From an optimization exercise on the open Yosys and OpenROAD flow, aimed at small area; shortcuts taken in it are not production practice.
The RTL was checked by simulation tests, not by an equivalence proof against the original design.
Power and IR drop assume default switching activity.

==> flow/design.v (excerpt) <==
module copter_soc (
    input  wire       clk,
    input  wire       rstn,          
    input  wire       spi_sck,
    input  wire       spi_mosi,
    input  wire       spi_cs,        
    output wire       spi_miso,
    input  wire [5:0] pwm_in,
    output wire [6:0] led,
    output wire       busy
);
function [15:0] inc16(input [15:0] x);
    integer i;
    reg c;
    begin
        c = 1'b1;
        for (i = 0; i < 16; i = i + 1) begin
            inc16[i] = x[i] ^ c;
            c = c & x[i];
        end
    end
endfunction
function [15:0] dec16(input [15:0] x);
    integer i;
    reg b;
    begin
        b = 1'b1;
        for (i = 0; i < 16; i = i + 1) begin
            dec16[i] = x[i] ^ b;
            b = b & ~x[i];
        end
    end
endfunction
reg        sck_q, sck_old_q, mosi_q, ss_q;
reg  [7:0] sh;           
reg        rx_valid;     
reg  [2:0] bit_ct;
reg  [7:0] rx_byte;
reg        miso_q;
wire [7:0] fifo_q;
wire sck_rise = ~ss_q & ~sck_old_q & sck_q;
wire sck_fall = ~ss_q & sck_old_q & ~sck_q;
wire rx_done  = sck_rise & (&bit_ct);
always @(posedge clk) begin
    sck_q     <= spi_sck;
    sck_old_q <= sck_q;
    mosi_q    <= spi_mosi;
    ss_q      <= spi_cs;
    if (ss_q | rx_done)
        sh <= fifo_q;
    else if (sck_rise)
        sh <= {sh[6:0], mosi_q};
    if (rx_done)
        rx_byte <= {sh[6:0], mosi_q};
    if (!rstn) begin
        rx_valid <= 1'b0;
        bit_ct   <= 3'd0;
        miso_q   <= 1'b1;
    end else begin
        rx_valid <= rx_done;
        if (ss_q)
            bit_ct <= 3'd0;
        else if (sck_rise)
            bit_ct <= inc16({13'd0, bit_ct});
        if (ss_q | sck_fall)
            miso_q <= sh[7];
    end
end
assign spi_miso = miso_q;
reg rd_fifo, rd_pend;
reg fifo_empty;
always @(posedge clk) begin
    if (!rstn) begin
        rd_fifo <= 1'b0;
        rd_pend <= 1'b0;
    end else begin
  ...
clock: 8.0 ns
lec_check: 0
cap_margin: 20
core_margin: 2
core_utilization: 75
cts_buf_list: sky130_fd_sc_hd__clkbuf_8
cts_cluster_diameter: 50
cts_cluster_size: 18
slew_margin: 20
standard.sh (not shown) runs the stock make flow with config.mk's settings and CLKGATE_MAP_FILE= SYNTH_SCRIPT=/design/flow/synth_recipe.tcl, a recipe that flattens the netlist after the stock synthesis.
==> flow/flow/run.sh <==
#!/bin/bash
# Layout flow: the standard ORFS flow (standard.sh) with two changes:
#  - clock tree synthesis without dummy loads, clustered onto clkbuf_16 leaves;
#  - input and output ports buffered with the smallest buffer.
# Each tool's output goes to a log of its own in this folder.
set -euo pipefail
export CTS_ARGS="-sink_clustering_enable -repair_clock_nets -sink_clustering_size 36 -sink_clustering_max_diameter 70 -buf_list sky130_fd_sc_hd__clkbuf_16 -dont_use_dummy_load"
export BUFFER_PORTS_ARGS="-buffer_cell sky130_fd_sc_hd__buf_1"
bash standard.sh > orfs_make.log 2>&1
Rerun with:
==> flow/flow/run.sh (replaced) <==
#!/bin/bash
# Layout flow: the standard ORFS flow (standard.sh) with two changes:
#  - clock tree synthesis without dummy loads, clustered onto clkbuf_8 leaves;
#  - input and output ports buffered with the smallest buffer.
# Each tool's output goes to a log of its own in this folder.
set -euo pipefail
export CTS_ARGS="-sink_clustering_enable -repair_clock_nets -sink_clustering_size 18 -sink_clustering_max_diameter 50 -buf_list sky130_fd_sc_hd__clkbuf_8 -dont_use_dummy_load"
export BUFFER_PORTS_ARGS="-buffer_cell sky130_fd_sc_hd__buf_1"
bash standard.sh > orfs_make.log 2>&1
- The changed run passed the timing, design-rule and antenna checks
- global-route usage fell by 1.6 points
- synthesized cell count does not change
- non-clock buffer count is unchanged
Rerun with:
==> flow/flow/run.sh (replaced) <==
#!/bin/bash
# Layout flow: the standard ORFS flow (standard.sh) with two changes:
#  - clock tree synthesis without dummy loads, clustered onto clkbuf_16 leaves;
#  - input and output ports buffered with the smallest buffer.
# Each tool's output goes to a log of its own in this folder.
set -euo pipefail
export CTS_ARGS="-sink_clustering_enable -repair_clock_nets -sink_clustering_size 24 -sink_clustering_max_diameter 50 -buf_list sky130_fd_sc_hd__clkbuf_16 -dont_use_dummy_load"
export BUFFER_PORTS_ARGS="-buffer_cell sky130_fd_sc_hd__buf_1"
bash standard.sh > orfs_make.log 2>&1
Effect: Combinational power stays flat. Final area climbs by 1.8%. Worst setup slack is worse by 0.077 ns. Die area does not change. Utilization climbs by 1.4 points. Power climbs by 9.9%. Cell count is about the same.

what the ideal ports hide:
No port has a modelled driver above. Below, the same layouts with a new extraction and two added sets of constraints. Step 1 assumes that a clkbuf_16 drives the clock port and a buf_2 every other input. Step 2 adds t to the input delays and takes it off the output delays; t is the mean of the earliest and latest rising clock arrival at the registers after step 1. Input paths then give back, and output paths get back, about the clock's delay inside the block. Slacks: no drivers / after step 1 / after step 2; pairs: no drivers / after step 1.
run | t (ns) | setup slack, ns | worst setup path at the end | worst slew at a driven data input, ns | cell pins on the clock port's net
the first run | 0.609 | 3.581 / 3.581 / 3.581 | register to register | 0.03 | 1
the second run | 0.586 | 3.793 / 3.793 / 3.793 | register to register | 0.03 | 1
the third run | 0.575 | 3.716 / 3.716 / 3.716 | register to register | 0.03 | 1
After both steps every run listed still meets setup and hold.
